Source: an optimization exercise on an open RTL-to-GDS flow (aim: small area). Production flows keep margins and buffers that such runs may drop.
Where RTL was checked, it was by simulation tests only, not by an equivalence proof against the original.
No activity file was given, so power comes from the tool's default toggle rates.

// channel_ctrl
module channel_ctrl
    #(parameter integer WIDTH = 64,
    parameter integer MAIN_FIFO_BITS = 12,
    parameter integer LOCAL_FIFO_DEPTH = 8)
    (output logic [WIDTH-2:0] channel_event,
    output logic [9:0] adc_word,
    output logic fifo_empty,
    output logic triggered_natural,
    output logic csa_reset,
    output logic sample,
    output logic clk_out,
    input logic channel_enabled,
    input logic hit,
    input logic [9:0] dout,
    input logic done,
    input logic [7:0] chip_id,
    input logic [5:0] channel_id,
    input logic [7:0] adc_burst,
    input logic [7:0] adc_hold_delay,
    input logic [31:0] timestamp_32b,
    input logic unsigned [7:0] reset_length,
    input logic enable_dynamic_reset,
    input logic cds_mode,
    input logic mark_first_packet,
    input logic read_local_fifo_n,
    input logic external_trigger,
    input logic cross_trigger,
    input logic periodic_trigger,
    input logic periodic_reset,
    input logic enable_min_delta_adc,
    input logic threshold_polarity,
    input logic [9:0] dynamic_reset_threshold,
    input logic [9:0] digital_threshold,
    input logic [7:0] min_delta_adc,
    input logic fifo_full,
    input logic fifo_half,
    input logic enable_local_fifo_diagnostics,
    input logic channel_mask,
    input logic external_trigger_mask,
    input logic cross_trigger_mask,
    input logic periodic_trigger_mask,
    input logic enable_periodic_trigger_veto,
    input logic enable_hit_veto,
    input logic clk,
    input logic reset_n);
Size: roughly 1500 cells after synthesis, ~210 I/O pins, roughly 20000 µm² of cells after synthesis.
clock: 10.0 ns
lec_check: 0
cap_margin: 20
core_margin: 2
core_utilization: 40
slew_margin: 20
standard.sh (not shown) runs the stock make flow with config.mk's settings and CLKGATE_MAP_FILE= SYNTH_SCRIPT=/design/flow/synth_recipe.tcl, a recipe that flattens the netlist after the stock synthesis.
==> flow/flow/run.sh <==
#!/bin/bash
# Standard layout (the standard.sh), with the port buffers made from the
# smallest buffer cell and a clock tree of smaller buffers.
export BUFFER_PORTS_ARGS="-buffer_cell sky130_fd_sc_hd__buf_1"
export CTS_ARGS="-sink_clustering_enable -repair_clock_nets -dont_use_dummy_load -buf_list {sky130_fd_sc_hd__clkbuf_8} -root_buf sky130_fd_sc_hd__clkbuf_8 -sink_clustering_size 20 -sink_clustering_max_diameter 50"
bash standard.sh > standard.log 2>&1
The baseline passed the timing, DRC and antenna checks.
Then changed:
--- a/flow/design.v
+++ b/flow/design.v
@@ -11,14 +11,15 @@
     input logic read_n,
     input logic write_n,             
     input logic clk,
     input logic reset_n);
 logic [W-1:0] mem [0:6];
 logic [2:0] read_pointer, write_pointer;
 logic [3:0] diff;
+logic loaded_q;
 always_comb begin
     diff = {1'b0, write_pointer} - {1'b0, read_pointer};
     fifo_count = diff[3] ? diff[2:0] + 3'd7 : diff[2:0];
     fifo_full = (fifo_count == 3'd6);
     fifo_half = (fifo_count >= 3'd3);
     fifo_empty = (write_pointer == read_pointer);
 end
@@ -32,31 +33,33 @@
         write_pointer <= '0;
     else if (!write_n & !fifo_full)
         write_pointer <= (write_pointer == 3'd6) ? 3'd0 : write_pointer + 1'b1;
 always_ff @(posedge clk)
     if (we)
         mem[write_pointer] <= data_in;
 logic [6:0] rsel;
-logic [W-1:0] data_next;
+logic rd, hsel;
+logic [W-1:0] data_hold;
 always_comb begin
+    rd = !read_n && !fifo_empty;
     for (int i = 0; i < 7; i++)
-        rsel[i] = !read_n && (read_pointer == 3'(i));
-    data_next = read_n ? data_out : '0;
+        rsel[i] = rd && (read_pointer == 3'(i));
+    hsel = !rd && loaded_q;
+    data_out = data_hold & {W{hsel}};
     for (int i = 0; i < 7; i++)
-        data_next = data_next | (mem[i] & {W{rsel[i]}});
+        data_out = data_out | (mem[i] & {W{rsel[i]}});
+    loaded = loaded_q | rd;
 end
-always_ff @(negedge clk or negedge reset_n)
-    if (!reset_n) begin
-        data_out <= '0;
-        loaded <= 1'b0;
-    end else begin
-        data_out <= data_next;
-        if (!read_n)
-            loaded <= 1'b1;
-    end
+always_ff @(posedge clk)
+    data_hold <= data_out;
+always_ff @(posedge clk or negedge reset_n)
+    if (!reset_n)
+        loaded_q <= 1'b0;
+    else if (rd)
+        loaded_q <= 1'b1;
 endmodule  
 module channel_ctrl
     #(parameter integer WIDTH = 64,
     parameter integer MAIN_FIFO_BITS = 12,
     parameter integer LOCAL_FIFO_DEPTH = 8)
     (output logic [WIDTH-2:0] channel_event,
     output logic [9:0] adc_word,
@@ -145,15 +148,15 @@
 logic [9:0] previous_adc_word;
 logic first_conversion, periodic_reset_triggered, csa_reset_triggered;
 logic csa_reset_flag, last_call, final_conversion, have_reset_sample;
 logic write_local_fifo_n;
 logic [2:0] local_fifo_count;
 logic local_fifo_full, local_fifo_half, loaded;
 logic [45:0] q_event, event_in;
-logic [6:0] ev_live, ev_held, ev_sel;
+logic [8:0] ev_live, ev_held;
 logic is_reset_event, we_event;
 always_comb clk_out = 1'b0;
 always_comb begin
     triggered_natural = hit & ~channel_mask;
     triggered_external = external_trigger & ~external_trigger_mask;
     triggered_cross = cross_trigger & ~cross_trigger_mask;
     triggered_periodic = periodic_trigger & ~periodic_trigger_mask
@@ -358,22 +361,31 @@
             default: ;
         endcase
     end
 end
 always_comb begin
     is_reset_event = (Next == SAVE_RESET_SAMPLE);
     we_event = is_reset_event | (State == TRANSFER_ADC_CODE);
-    ev_live = {local_fifo_count, enable_local_fifo_diagnostics, cds_mode,
-               fifo_full, fifo_half};
-    ev_sel = is_reset_event ? ev_live : ev_held;
+    ev_live[3:0] = enable_local_fifo_diagnostics ? {1'b0, local_fifo_count + 3'd1}
+                                                 : ts_latched[27:24];
+    ev_live[4] = cds_mode;
+    ev_live[6:5] = {fifo_full, fifo_half};
+    ev_live[8:7] = {local_fifo_full, local_fifo_half};
     event_in[23:0] = ts_latched[23:0];
-    event_in[27:24] = ev_sel[3] ? {1'b0, ev_sel[6:4] + 3'd1} : ts_latched[27:24];
-    event_in[29:28] = {is_reset_event | ev_sel[2], is_reset_event};
-    event_in[43:42] = ev_sel[1:0];
-    event_in[45:44] = {ev_sel[6:4] == 3'd6, ev_sel[6:4] >= 3'd3};
+    if (is_reset_event) begin
+        event_in[27:24] = ev_live[3:0];
+        event_in[29:28] = 2'b11;
+        event_in[43:42] = ev_live[6:5];
+        event_in[45:44] = ev_live[8:7];
+    end else begin
+        event_in[27:24] = ev_held[3:0];
+        event_in[29:28] = {ev_held[4], 1'b0};
+        event_in[43:42] = ev_held[6:5];
+        event_in[45:44] = ev_held[8:7];
+    end
     event_in[39:30] = adc_word;
     event_in[41:40] = trigger_type_latched;
 end
 fifo_latch fifo_inst (
     .data_out   (q_event),
     .loaded     (loaded),
     .fifo_count (local_fifo_count),
The new run completed with no timing, DRC or antenna violations. Wire length decreases by 1.4%. Die area increases by 0.43%. Non-clock buffer count decreases by 7. Clock skew increases by 0.038 ns. Global-route usage decreases by 0.19 points. Synthesized area increases by 0.44%. Final cell count decreases by 2.6%. Design area barely changes. Count of clock-buffer cells in the layout does not change.
No run of this note included a check of the RTL's function; only the layout flow was run.

========
Another version of the RTL of channel_ctrl (not shown whole).
Size in the first run: roughly 1,500 cells after synthesis, roughly 480 flip-flops, about 210 I/O pins.
Settings: LEC_CHECK=0, CAP_MARGIN=20, CORE_MARGIN=2, CORE_UTILIZATION=40, SLEW_MARGIN=20; clock period 10.0 ns.
Scripts as last shown in full above: flow/flow/run.sh
Edit:
--- a/flow/design.v
+++ b/flow/design.v
@@ -11,14 +11,15 @@
     input logic read_n,
     input logic write_n,             
     input logic clk,
     input logic reset_n);
 logic [W-1:0] mem [0:6];
 logic [2:0] read_pointer, write_pointer;
 logic [3:0] diff;
+logic loaded_q, running;
 always_comb begin
     diff = {1'b0, write_pointer} - {1'b0, read_pointer};
     fifo_count = diff[3] ? diff[2:0] + 3'd7 : diff[2:0];
     fifo_full = (fifo_count == 3'd6);
     fifo_half = (fifo_count >= 3'd3);
     fifo_empty = (write_pointer == read_pointer);
 end
@@ -32,31 +33,38 @@
         write_pointer <= '0;
     else if (!write_n & !fifo_full)
         write_pointer <= (write_pointer == 3'd6) ? 3'd0 : write_pointer + 1'b1;
 always_ff @(posedge clk)
     if (we)
         mem[write_pointer] <= data_in;
 logic [6:0] rsel;
-logic [W-1:0] data_next;
+logic rd, hsel;
+logic [W-1:0] data_hold;
 always_comb begin
+    rd = !read_n && running;
     for (int i = 0; i < 7; i++)
-        rsel[i] = !read_n && (read_pointer == 3'(i));
-    data_next = read_n ? data_out : '0;
+        rsel[i] = rd && (read_pointer == 3'(i));
+    hsel = read_n && loaded_q;
+    data_out = data_hold & {W{hsel}};
     for (int i = 0; i < 7; i++)
-        data_next = data_next | (mem[i] & {W{rsel[i]}});
+        data_out = data_out | (mem[i] & {W{rsel[i]}});
+    loaded = loaded_q | rd;
 end
-always_ff @(negedge clk or negedge reset_n)
-    if (!reset_n) begin
-        data_out <= '0;
-        loaded <= 1'b0;
-    end else begin
-        data_out <= data_next;
-        if (!read_n)
-            loaded <= 1'b1;
-    end
+always_ff @(posedge clk)
+    data_hold <= data_out;
+always_ff @(posedge clk or negedge reset_n)
+    if (!reset_n)
+        running <= 1'b0;
+    else
+        running <= 1'b1;
+always_ff @(posedge clk or negedge reset_n)
+    if (!reset_n)
+        loaded_q <= 1'b0;
+    else if (rd)
+        loaded_q <= 1'b1;
 endmodule  
 module channel_ctrl
     #(parameter integer WIDTH = 64,
     parameter integer MAIN_FIFO_BITS = 12,
     parameter integer LOCAL_FIFO_DEPTH = 8)
     (output logic [WIDTH-2:0] channel_event,
     output logic [9:0] adc_word,
@@ -133,15 +141,14 @@
 endfunction
 logic triggered_external, triggered_cross, triggered_periodic, triggered_channel;
 logic [1:0] trigger_type, trigger_type_latched;
 logic [7:0] sample_counter;
 logic [27:0] ts_latched;
 logic [7:0] adc_burst_counter, burst_next;
 logic burst_lt, burst_zero;
-logic [2:0] wait_counter;
 logic [7:0] reset_counter;
 logic [8:0] rst_diff;
 logic rst_ge0, rst_ge2, rst_more;
 logic [9:0] delta_adc;
 logic rr_repeat, rr_polarity, delta_small, past_threshold;
 logic [9:0] previous_adc_word;
 logic first_conversion, periodic_reset_triggered, csa_reset_triggered;
@@ -230,15 +237,15 @@
                 else Next = REQUEST_READOUT;
         SAVE_RESET_SAMPLE: Next = IDLE;
         REQUEST_READOUT: if (!local_fifo_full) begin
                     if (have_reset_sample) Next = TRANSFER_RESET_SAMPLE;
                     else Next = TRANSFER_ADC_CODE;
                 end else Next = REQUEST_READOUT;
         TRANSFER_RESET_SAMPLE: Next = WAIT_STATE;
-        WAIT_STATE: if (wait_counter >= 3'b100) Next = TRANSFER_ADC_CODE;
+        WAIT_STATE: if (sample_counter[2]) Next = TRANSFER_ADC_CODE;
                 else Next = WAIT_STATE;
         TRANSFER_ADC_CODE: if (!burst_lt || final_conversion) Next = IDLE;
                 else Next = SAMPLE;
         default: Next = IDLE;
     endcase
 end
 always_ff @(posedge clk)
@@ -274,15 +281,14 @@
         trigger_type_latched <= 2'b0;
         write_local_fifo_n <= 1'b1;
         previous_adc_word <= 10'b0;
         first_conversion <= 1'b1;
         final_conversion <= 1'b0;
         last_call <= 1'b0;
         have_reset_sample <= 1'b0;
-        wait_counter <= 3'b0;
     end else begin
         csa_reset_triggered <= 1'b0;
         periodic_reset_triggered <= 1'b0;
         sample <= 1'b0;
         write_local_fifo_n <= 1'b1;
         case (Next)
             IDLE: begin
@@ -290,15 +296,14 @@
                 adc_burst_counter <= 8'b0;
                 trigger_type_latched <= 2'b0;
                 adc_word <= 10'b0;
                 first_conversion <= 1'b1;
                 final_conversion <= 1'b0;
                 previous_adc_word <= 10'b0;
                 last_call <= 1'b0;
-                wait_counter <= 3'b0;
                 if (periodic_reset)
                     periodic_reset_triggered <= 1'b1;
             end
             SAMPLE: begin
                 adc_word <= 10'b0;
                 sample_counter <= sample_counter + 1'b1;
                 if (!burst_lt)
@@ -337,18 +342,19 @@
             end
             TRANSFER_RESET_SAMPLE: begin
                 write_local_fifo_n <= 1'b0;
                 sample <= 1'b1;
             end
             WAIT_STATE: begin
                 have_reset_sample <= 1'b0;
-                wait_counter <= wait_counter + 1'b1;
+                sample_counter <= sample_counter + 1'b1;
                 sample <= 1'b1;
             end
             TRANSFER_ADC_CODE: begin
+                sample_counter <= 8'b0;
                 previous_adc_word <= adc_word;
                 adc_burst_counter <= burst_next;
                 if (!less10(adc_word, digital_threshold))
                     write_local_fifo_n <= 1'b0;
                 sample <= 1'b1;
                 if (final_conversion)
                     last_call <= 1'b0;
=> Utilization falls by 0.46 points. Synthesized cell count goes down by 9.3%. Setup slack is better by 2200 ps. Via count is lower by about 4.5%. Wire length falls by about 7%. Count of clock-buffer cells in the layout shrinks by 2. Global-route usage came out lower by 0.73 points. Die area decreases by about 4%. Clock skew barely changes. Sequential power came out lower by about 4%. Synthesized area drops by about 4%. Sequential share of layout area grows by 1.3 points. Power is lower by 7.8%. Cell area falls by about 4%.
For the first run of this note, only the layout was checked, not whether the RTL still works.

port drivers added, routing unchanged:
In the flow no input, the clock included, has a driving cell. The finished layouts below were timed again as built, in two steps. Step 1, drivers: a clkbuf_16 drives clk and a buf_2 each remaining input, both assumed. Step 2, shift: input delay + t, output delay - t, t = (earliest + latest rising clock arrival at the registers) / 2. This alone moves slack from input paths to output paths. Slacks: ideal / step 1 / step 2; pairs: ideal / step 1.
run	shift t [ns]	slack for setup (ns)	hold WS [ns]	clock arrival spread, ns	worst data-port slew with drivers (ns)
the second run of note 1	0.650	3.137 / 3.086 / 2.907	0.456 / 0.456 / 0.456	0.129 / 0.129	0.09
the second run of note 2	0.658	3.672 / 3.681 / 3.037	0.472 / 0.472 / 0.472	0.091 / 0.091	0.10
After both steps every run listed still meets setup and hold. For the second run of note 2, which loses most, drivers alone change the setup slack by +0.009 ns; drivers and shift together by -0.635 ns.
